From an optimization exercise on the open Yosys and OpenROAD flow, aimed at small area and a short achievable clock period; shortcuts taken in it are not production practice.
RTL that was checked went through simulation tests only; none was proved equivalent to the original.

Design ternary_sum_nine, start of the top module:
module ternary_sum_nine #(
    parameter WIDTH = 32
) (
    input clk,
    input [WIDTH-1:0] i0,
    input [WIDTH-1:0] i1,
    input [WIDTH-1:0] i2,
    input [WIDTH-1:0] i3,
    input [WIDTH-1:0] i4,
    input [WIDTH-1:0] i5,
    input [WIDTH-1:0] i6,
    input [WIDTH-1:0] i7,
    input [WIDTH-1:0] i8,
    output [WIDTH+4-1:0] o
);
wire s0, c0;
wire s1, c1;
wire s2, c2;
wire s3, c3;
wire s4, c4;
wire s5, c5;
wire s6, c6;
wire s7, c7;
wire s8, c8;
wire s9, c9;
wire s10, c10;
wire s11, c11;
wire s12, c12;
wire s13, c13;
wire s14, c14;
wire s15, c15;
wire s16, c16;
wire s17, c17;
wire s18, c18;
wire s19, c19;
wire s20, c20;
wire s21, c21;
wire s22, c22;
wire s23, c23;
wire s24, c24;
wire s25, c25;
wire s26, c26;
wire s27, c27;
wire s28, c28;
wire s29, c29;
wire s30, c30;
wire s31, c31;
wire s32, c32;
wire s33, c33;
wire s34, c34;
wire s35, c35;
wire s36, c36;
wire s37, c37;
wire s38, c38;
wire s39, c39;
wire s40, c40;
wire s41, c41;
wire s42, c42;
wire s43, c43;
wire s44, c44;
wire s45, c45;
wire s46, c46;
wire s47, c47;
wire s48, c48;
wire s49, c49;
wire s50, c50;
wire s51, c51;
wire s52, c52;
wire s53, c53;
wire s54, c54;
wire s55, c55;
wire s56, c56;
wire s57, c57;
wire s58, c58;
wire s59, c59;
wire s60, c60;
wire s61, c61;
wire s62, c62;
wire s63, c63;
wire s64, c64;
wire s65, c65;
wire s66, c66;
wire s67, c67;
wire s68, c68;
wire s69, c69;
wire s70, c70;
wire s71, c71;
wire s72, c72;
wire s73, c73;
wire s74, c74;
wire s75, c75;
wire s76, c76;
wire s77, c77;
wire s78, c78;
wire s79, c79;
wire s80, c80;
wire s81, c81;
wire s82, c82;
wire s83, c83;
wire s84, c84;
wire s85, c85;
wire s86, c86;
wire s87, c87;
wire s88, c88;
wire s89, c89;
wire s90, c90;
wire s91, c91;
wire s92, c92;
wire s93, c93;
wire s94, c94;
wire s95, c95;
wire s96, c96;
wire s97, c97;
wire s98, c98;
wire s99, c99;
wire s100, c100;
wire s101, c101;
wire s102, c102;
wire s103, c103;
wire s104, c104;
wire s105, c105;
wire s106, c106;
wire s107, c107;
wire s108, c108;
wire s109, c109;
wire s110, c110;
wire s111, c111;
wire s112, c112;
wire s113, c113;
wire s114, c114;
wire s115, c115;
  ...
Size: about 130 flip-flops, roughly 330 I/O pins, ~9700 um^2 of cells after synthesis.
Settings: LEC_CHECK=0, ABC_AREA=1, CAP_MARGIN=20, CORE_MARGIN=2, CORE_UTILIZATION=60, SETUP_SLACK_MARGIN=3.0, SLEW_MARGIN=20; clock period 5.5 ns.
standard.sh (not shown) runs the stock make flow with config.mk's settings and CLKGATE_MAP_FILE= SYNTH_SCRIPT=/design/flow/synth_recipe.tcl, a recipe that flattens the netlist after the stock synthesis.
==> flow/flow/run.sh <==
#!/bin/bash
set -e
export BUFFER_PORTS_ARGS="-buffer_cell sky130_fd_sc_hd__buf_1"
bash standard.sh > standard.log 2>&1
Then changed:
Settings changed: CTS_BUF_LIST from default to sky130_fd_sc_hd__clkbuf_4.
Result: The new run went through all stages and came out clean. Worst setup slack improves by 0.058 ns. Cell area drops by about 2.6%. Hold slack improves by 0.0086 ns.

* * *

Setup of run A:
Another version of the RTL of ternary_sum_nine (not shown whole).
Size in the first run: about 830 cells after synthesis, ~130 flip-flops, ~9400 um^2 of cells after synthesis.
==> flow/config.mk <==
export PLATFORM = sky130hd
export DESIGN_NAME = ternary_sum_nine
export DESIGN_NICKNAME = ternary_sum_nine
export VERILOG_FILES = /design/flow/design.v
export SDC_FILE = /design/flow/constraint.sdc
export NUM_CORES = 4
export LEC_CHECK = 0
export ABC_AREA = 1
export CAP_MARGIN = 20
export CORE_MARGIN = 2
export CORE_UTILIZATION = 60
export SETUP_SLACK_MARGIN = 3.1
export SLEW_MARGIN = 20
export TNS_END_PERCENT = 10
==> flow/constraint.sdc <==
create_clock -name core_clock -period 5.5 [get_ports {clk}]
set_input_delay 1.1000 -clock core_clock [delete_from_list [all_inputs] [get_ports {clk}]]
set_output_delay 1.1000 -clock core_clock [all_outputs]
set_load 0.01 [all_outputs]
==> flow/flow/run.sh <==
#!/bin/bash
set -e
export BUFFER_PORTS_ARGS="-buffer_cell sky130_fd_sc_hd__buf_1"
export CTS_ARGS="-sink_clustering_enable -repair_clock_nets -dont_use_dummy_load -buf_list sky130_fd_sc_hd__clkbuf_8"
bash standard.sh > standard.log 2>&1
Run A finished every step from synthesis to the final layout, and the layout passed the timing, design-rule and antenna checks.
[inputs] run B vs run A
- a deleted SETUP_SLACK_MARGIN that had been 3.1
- a deleted TNS_END_PERCENT that had been 10
- an added CTS_BUF_LIST of sky130_fd_sc_hd__clkbuf_4
==> flow/flow/run.sh <==
#!/bin/bash
set -e
export BUFFER_PORTS_ARGS="-buffer_cell sky130_fd_sc_hd__buf_1"
bash standard.sh > standard.log 2>&1
Results
Diff run B and run A: signed area change from the synthesized netlist to the final layout lower in run B
Run A → run B: post-DP HPWL saw an increase.

* * *

north:
Another version of the RTL of ternary_sum_nine (not shown whole).
Size: roughly 840 cells after synthesis, ~140 flip-flops, about 330 I/O pins.
==> flow/config.mk <==
export PLATFORM = sky130hd
export DESIGN_NAME = ternary_sum_nine
export DESIGN_NICKNAME = ternary_sum_nine
export VERILOG_FILES = /design/flow/design.v
export SDC_FILE = /design/flow/constraint.sdc
export NUM_CORES = 4
export LEC_CHECK = 0
export ABC_AREA = 1
export CAP_MARGIN = 20
export CORE_MARGIN = 2
export CORE_UTILIZATION = 60
export SETUP_SLACK_MARGIN = 3.2
export SLEW_MARGIN = 20
export TNS_END_PERCENT = 10
==> flow/constraint.sdc <==
create_clock -name core_clock -period 5.5 [get_ports {clk}]
set_input_delay 1.1000 -clock core_clock [delete_from_list [all_inputs] [get_ports {clk}]]
set_output_delay 1.1000 -clock core_clock [all_outputs]
set_load 0.01 [all_outputs]
==> flow/flow/run.sh <==
#!/bin/bash
set -e
export BUFFER_PORTS_ARGS="-buffer_cell sky130_fd_sc_hd__buf_1"
export CTS_ARGS="-sink_clustering_enable -repair_clock_nets -dont_use_dummy_load -buf_list sky130_fd_sc_hd__clkbuf_8"
bash standard.sh > standard.log 2>&1
Input changes introduced in south (baseline for comparison: north):
- SETUP_SLACK_MARGIN changed from 3.2 to 3.0
- CTS_BUF_LIST newly set to sky130_fd_sc_hd__clkbuf_4
- TNS_END_PERCENT removed (was 10)
==> flow/flow/run.sh <==
#!/bin/bash
set -e
export BUFFER_PORTS_ARGS="-buffer_cell sky130_fd_sc_hd__buf_1"
bash standard.sh > standard.log 2>&1
--- outcome ---
Share of cell area taken by flip-flops and latches: south vs north up 0.40 points. [compare] base=north new=south: relative max-transition margin picked up an extra 1.4 points, number of antenna violations at the first check in global routing neither gained nor lost much, routed wire length lost about 1.3%. north -> south: summed negative setup slack over all endpoints delta 0, exact match. south: clock latency on the worst-skew pair 0.10 ns above north. south did not stop at any stage, and its layout met the timing, design-rule and antenna checks. Delta (south minus north): number of search-and-repair iterations in the first detailed-routing pass fell 1; worst setup slack rose 0.019 ns.
No run of this note included a check of the RTL's function; only the layout flow was run.

* * *

Setup of job 4006:
ternary_sum_nine with an RTL version that a note above also has.
Size: roughly 830 cells after synthesis, about 130 flip-flops, about 330 I/O pins, ~0.0094 mm2 of cells after synthesis.
Settings: LEC_CHECK=0, ABC_AREA=1, CAP_MARGIN=20, CORE_MARGIN=2, CORE_UTILIZATION=60, SETUP_SLACK_MARGIN=3.15, SLEW_MARGIN=20, TNS_END_PERCENT=5; clock period 5.5 ns.
==> flow/flow/run.sh <==
#!/bin/bash
set -e
export BUFFER_PORTS_ARGS="-buffer_cell sky130_fd_sc_hd__buf_1"
export CTS_ARGS="-sink_clustering_enable -repair_clock_nets -dont_use_dummy_load -buf_list sky130_fd_sc_hd__clkbuf_8"
bash standard.sh > standard.log 2>&1
Input-level comparison between job 2659 and job 4006:
Settings: clearing TNS_END_PERCENT, which used to be 5; swapping 3.15 for 3.2 in SETUP_SLACK_MARGIN.
==> run notes <==
Looking at job 4006 and job 2659, the site row count is a wash. Clock insertion delay at the later pin of the skew report of job 2659 is on par with job 4006. Job 4006 vs job 2659, critical path capture point: r1_c9_2 vs r1_c8_2. Changes observed in job 2659 relative to job 4006: global-route usage now sits lower, final core area utilization now sits higher, setup slack at placement now sits higher. First-pass GRT wire length (higher): job 4006.
Modified inputs, job 7530 compared to job 2659
Settings: a change of SETUP_SLACK_MARGIN from 3.2 to 3.6; an added CTS_BUF_LIST of sky130_fd_sc_hd__clkbuf_4.
==> flow/flow/run.sh <==
#!/bin/bash
set -e
export BUFFER_PORTS_ARGS="-buffer_cell sky130_fd_sc_hd__buf_1"
bash standard.sh > standard.log 2>&1
--- outcome ---
In job 7530, the sequential share of layout area came out 2.8 points below the value in job 2659. In job 7530 relative to job 2659, wire length on met2 had gone up by more than half. Job 7530 ends up with a final design area excluding fillers that is about 17% higher than in job 2659. | area share of buffers outside the clock network | lower: job 2659 |. Compared with job 2659, job 7530 shows a maximum frequency that is 3.8% lower. Job 7530 ends up with a detailed-routing wirelength on met1 that is about 20% higher than in job 2659.

* * *

Starting RTL as in the previous note.
==> flow/config.mk <==
export PLATFORM = sky130hd
export DESIGN_NAME = ternary_sum_nine
export DESIGN_NICKNAME = ternary_sum_nine
export VERILOG_FILES = /design/flow/design.v
export SDC_FILE = /design/flow/constraint.sdc
export NUM_CORES = 4
export LEC_CHECK = 0
export ABC_AREA = 1
export CAP_MARGIN = 20
export CORE_MARGIN = 2
export CORE_UTILIZATION = 60
export SETUP_SLACK_MARGIN = 3.1
export SLEW_MARGIN = 20
export TNS_END_PERCENT = 10
==> flow/constraint.sdc <==
create_clock -name core_clock -period 5.5 [get_ports {clk}]
set_input_delay 1.1000 -clock core_clock [delete_from_list [all_inputs] [get_ports {clk}]]
set_output_delay 1.1000 -clock core_clock [all_outputs]
set_load 0.01 [all_outputs]
==> flow/flow/run.sh <==
#!/bin/bash
set -e
export BUFFER_PORTS_ARGS="-buffer_cell sky130_fd_sc_hd__buf_1"
export CTS_ARGS="-sink_clustering_enable -repair_clock_nets -dont_use_dummy_load -buf_list sky130_fd_sc_hd__clkbuf_8 -sink_clustering_size 40 -sink_clustering_max_diameter 80"
bash standard.sh > standard.log 2>&1
Then changed:
==> flow/flow/run.sh (replaced) <==
#!/bin/bash
set -e
export BUFFER_PORTS_ARGS="-buffer_cell sky130_fd_sc_hd__buf_1"
bash standard.sh > standard.log 2>&1
Settings changed: CTS_BUF_LIST set to sky130_fd_sc_hd__clkbuf_4, SETUP_SLACK_MARGIN 3.1 to 3.4, TNS_END_PERCENT 10 to not set.
Setup slack degrades by 0.13 ns.
Cell count goes up by 2.7%.
Worst hold slack improved by 0.013 ns.
Design area is higher by about 14%.
Non-clock buffer count came out higher by 22.
Then changed:
Settings changed: CTS_BUF_LIST sky130_fd_sc_hd__clkbuf_4 to sky130_fd_sc_hd__clkbuf_8, SETUP_SLACK_MARGIN 3.4 to 3.0.
- The new run finished with timing, DRC and antenna clean
- final cell count goes down by 1.6%
- setup slack is better by 0.13 ns
- non-clock buffer count came out lower by 22
- clock-buffer cell count falls by 3
- routed wire length is lower by 22%
- design area decreases by 11%
- die area stays the same
- fmax went up by 5.4%
Then changed:
Settings changed: CTS_BUF_LIST sky130_fd_sc_hd__clkbuf_8 to sky130_fd_sc_hd__clkbuf_4, SETUP_SLACK_MARGIN 3.0 to 3.3.
Setup slack is better by 0.11 ns. Via count rises by 3.9%. Wire length rises by 13%. Die area does not change. Core utilization rises by 6.0 points.

* * *

ternary_sum_nine again, from the RTL that the note above started with.
==> flow/config.mk <==
export PLATFORM = sky130hd
export DESIGN_NAME = ternary_sum_nine
export DESIGN_NICKNAME = ternary_sum_nine
export VERILOG_FILES = /design/flow/design.v
export SDC_FILE = /design/flow/constraint.sdc
export NUM_CORES = 4
export LEC_CHECK = 0
export ABC_AREA = 1
export CAP_MARGIN = 20
export CORE_MARGIN = 2
export CORE_UTILIZATION = 60
export SETUP_SLACK_MARGIN = 3.2
export SLEW_MARGIN = 20
==> flow/constraint.sdc <==
create_clock -name core_clock -period 5.5 [get_ports {clk}]
set_input_delay 1.1000 -clock core_clock [delete_from_list [all_inputs] [get_ports {clk}]]
set_output_delay 1.1000 -clock core_clock [all_outputs]
set_load 0.01 [all_outputs]
==> flow/flow/run.sh <==
#!/bin/bash
set -e
export BUFFER_PORTS_ARGS="-buffer_cell sky130_fd_sc_hd__buf_1"
export CTS_ARGS="-sink_clustering_enable -repair_clock_nets -dont_use_dummy_load -buf_list sky130_fd_sc_hd__clkbuf_4"
bash standard.sh > standard.log 2>&1
The first run finished clean.
Rerun with:
==> flow/flow/run.sh (replaced) <==
#!/bin/bash
set -e
export BUFFER_PORTS_ARGS="-buffer_cell sky130_fd_sc_hd__buf_1"
export CTS_ARGS="-sink_clustering_enable -repair_clock_nets -dont_use_dummy_load -buf_list sky130_fd_sc_hd__clkbuf_8"
bash standard.sh > standard.log 2>&1
--- a/flow/config.mk
+++ b/flow/config.mk
@@ -10,4 +10,5 @@
 export CORE_MARGIN = 2
-export CORE_UTILIZATION = 60
-export SETUP_SLACK_MARGIN = 3.2
+export CORE_UTILIZATION = 65
+export SETUP_SLACK_MARGIN = 3.1
 export SLEW_MARGIN = 20
+export TNS_END_PERCENT = 10
After rerunning: The new run passed the timing, design-rule and antenna checks; die area shrinks by a little under a tenth; count of clock-buffer cells in the layout is unchanged; wire length grows slightly; core utilization came out higher by 1.4 points; final area drops by a few percent; worst hold slack is worse by 0.011 ns; clock skew goes down by 0.027 ns; register-to-register slack got worse by 0.08 ns; final cell count falls by a few percent; worst setup slack gets worse by 0.13 ns.
Rerun with:
--- a/flow/config.mk
+++ b/flow/config.mk
@@ -10,4 +10,4 @@
 export CORE_MARGIN = 2
-export CORE_UTILIZATION = 65
-export SETUP_SLACK_MARGIN = 3.1
+export CORE_UTILIZATION = 60
+export SETUP_SLACK_MARGIN = 3.2
 export SLEW_MARGIN = 20
What happened: Worst setup slack is better by 0.064 ns; worst hold slack is about the same; fmax is higher by a few percent; area after synthesis does not change.
Rerun with:
--- a/flow/config.mk
+++ b/flow/config.mk
@@ -10,4 +10,4 @@
 export CORE_MARGIN = 2
-export CORE_UTILIZATION = 60
-export SETUP_SLACK_MARGIN = 3.2
+export CORE_UTILIZATION = 55
+export SETUP_SLACK_MARGIN = 3.1
 export SLEW_MARGIN = 20
The changed run finished clean; first-iteration DRC count drops by 2.6%; count of clock-buffer cells in the layout does not change; non-clock buffer count went down by 3; sequential cell count is unchanged; routed wire length shrinks by 3.1%.
Rerun with:
==> flow/flow/run.sh (replaced) <==
#!/bin/bash
set -e
export BUFFER_PORTS_ARGS="-buffer_cell sky130_fd_sc_hd__buf_1"
bash standard.sh > standard.log 2>&1
--- a/flow/config.mk
+++ b/flow/config.mk
@@ -10,5 +10,5 @@
 export CORE_MARGIN = 2
-export CORE_UTILIZATION = 55
-export SETUP_SLACK_MARGIN = 3.1
+export CORE_UTILIZATION = 60
+export CTS_BUF_LIST = sky130_fd_sc_hd__clkbuf_4
+export SETUP_SLACK_MARGIN = 3.0
 export SLEW_MARGIN = 20
-export TNS_END_PERCENT = 10
The new run completed without violations.
Worst setup slack barely changes.
Global-route usage rose by 2.4 points.

* * *

Starting RTL as in the previous note.
## ternary_sum_nine
module ternary_sum_nine #(
    parameter WIDTH = 32
) (
    input clk,
    input [WIDTH-1:0] i0,
    input [WIDTH-1:0] i1,
    input [WIDTH-1:0] i2,
    input [WIDTH-1:0] i3,
    input [WIDTH-1:0] i4,
    input [WIDTH-1:0] i5,
    input [WIDTH-1:0] i6,
    input [WIDTH-1:0] i7,
    input [WIDTH-1:0] i8,
    output [WIDTH+4-1:0] o
);
wire s0, c0;
wire s1, c1;
wire s2, c2;
wire s3, c3;
wire s4, c4;
wire s5, c5;
wire s6, c6;
wire s7, c7;
wire s8, c8;
wire s9, c9;
wire s10, c10;
wire s11, c11;
wire s12, c12;
wire s13, c13;
wire s14, c14;
wire s15, c15;
wire s16, c16;
wire s17, c17;
wire s18, c18;
wire s19, c19;
wire s20, c20;
wire s21, c21;
wire s22, c22;
wire s23, c23;
wire s24, c24;
wire s25, c25;
wire s26, c26;
wire s27, c27;
wire s28, c28;
wire s29, c29;
wire s30, c30;
wire s31, c31;
wire s32, c32;
wire s33, c33;
wire s34, c34;
wire s35, c35;
wire s36, c36;
wire s37, c37;
wire s38, c38;
wire s39, c39;
wire s40, c40;
wire s41, c41;
wire s42, c42;
wire s43, c43;
  ...
==> flow/config.mk <==
export PLATFORM = sky130hd
export DESIGN_NAME = ternary_sum_nine
export DESIGN_NICKNAME = ternary_sum_nine
export VERILOG_FILES = /design/flow/design.v
export SDC_FILE = /design/flow/constraint.sdc
export NUM_CORES = 4
export LEC_CHECK = 0
export ABC_AREA = 1
export CAP_MARGIN = 20
export CORE_MARGIN = 2
export CORE_UTILIZATION = 60
export CTS_BUF_LIST = sky130_fd_sc_hd__clkbuf_4
export SETUP_SLACK_MARGIN = 3.2
export SLEW_MARGIN = 20
export TNS_END_PERCENT = 10
==> flow/constraint.sdc <==
create_clock -name core_clock -period 5.5 [get_ports {clk}]
set_input_delay 1.1000 -clock core_clock [delete_from_list [all_inputs] [get_ports {clk}]]
set_output_delay 1.1000 -clock core_clock [all_outputs]
set_load 0.01 [all_outputs]
==> flow/flow/run.sh <==
#!/bin/bash
set -e
export BUFFER_PORTS_ARGS="-buffer_cell sky130_fd_sc_hd__buf_1"
bash standard.sh > standard.log 2>&1
The baseline finished clean.
Change:
==> flow/flow/run.sh (replaced) <==
#!/bin/bash
set -e
export BUFFER_PORTS_ARGS="-buffer_cell sky130_fd_sc_hd__buf_1"
export CTS_ARGS="-sink_clustering_enable -repair_clock_nets -dont_use_dummy_load -buf_list sky130_fd_sc_hd__clkbuf_8 -sink_clustering_size 24 -sink_clustering_max_diameter 80"
bash standard.sh > standard.log 2>&1
Settings changed: CTS_BUF_LIST sky130_fd_sc_hd__clkbuf_4 to default, SETUP_SLACK_MARGIN 3.2 to 3.1.
After rerunning: The changed run ran to the end with no violations. Global-route usage drops by 0.37 points. Hold slack got worse by 0.0047 ns. Via count drops by 1.7%. Worst setup slack got worse by 0.091 ns. Cell area drops by 2.7%. Synthesized area is unchanged.

==> separate check: timing with driven ports <==
In the flow no input, the clock included, has a driving cell. The finished layouts below were timed again as built, in two steps.
Step 1, drivers: a clkbuf_16 drives clk and a buf_2 each remaining input, both assumed.
Step 2 also shifts input and output timing later by t, the mid clock arrival at the registers, as if the neighbouring blocks saw the same clock.
Slacks: no drivers / after step 1 / after step 2; pairs: no drivers / after step 1.
run | t (ns) | setup slack, ns | slew at the worst register clock pin (ns) | cell pins on the clock port's net
the first run of note 1 | 0.462 | 3.143 / 3.143 / 2.743 | 0.06 / 0.06 | 1
the second run of note 1 | 0.579 | 3.201 / 3.201 / 2.758 | 0.11 / 0.11 | 1
run A | 0.481 | 3.150 / 3.166 / 2.685 | 0.07 / 0.07 | 1
run B | 0.599 | 3.100 / 3.100 / 2.679 | 0.12 / 0.12 | 1
north | 0.471 | 3.146 / 3.158 / 2.687 | 0.07 / 0.07 | 1
south | 0.578 | 3.166 / 3.166 / 2.767 | 0.12 / 0.12 | 1
job 4006 | 0.473 | 3.156 / 3.165 / 2.692 | 0.07 / 0.07 | 1
job 2659 | 0.469 | 3.200 / 3.203 / 2.735 | 0.07 / 0.07 | 1
job 7530 | 0.603 | 3.110 / 3.110 / 2.695 | 0.12 / 0.12 | 1
the first run of note 5 | 0.481 | 3.150 / 3.166 / 2.685 | 0.07 / 0.07 | 1
the second run of note 5 | 0.593 | 3.018 / 3.018 / 2.747 | 0.12 / 0.12 | 1
the third run of note 5 | 0.475 | 3.145 / 3.145 / 2.755 | 0.07 / 0.07 | 1
the fourth run of note 5 | 0.591 | 3.254 / 3.254 / 2.757 | 0.13 / 0.13 | 1
the first run of note 6 | 0.542 | 3.249 / 3.262 / 2.720 | 0.12 / 0.12 | 1
the second run of note 6 | 0.474 | 3.119 / 3.133 / 2.659 | 0.07 / 0.07 | 1
the third run of note 6 | 0.476 | 3.183 / 3.196 / 2.720 | 0.07 / 0.07 | 1
the fourth run of note 6 | 0.457 | 3.138 / 3.149 / 2.693 | 0.07 / 0.07 | 1
the fifth run of note 6 | 0.556 | 3.139 / 3.139 / 2.762 | 0.11 / 0.11 | 1
the first run of note 7 | 0.597 | 3.241 / 3.254 / 2.657 | 0.11 / 0.11 | 1
the second run of note 7 | 0.481 | 3.150 / 3.166 / 2.685 | 0.07 / 0.07 | 1
After both steps every run listed still meets setup and hold. For the first run of note 7, which loses most, drivers alone change the setup slack by +0.013 ns; drivers and shift together by -0.584 ns.
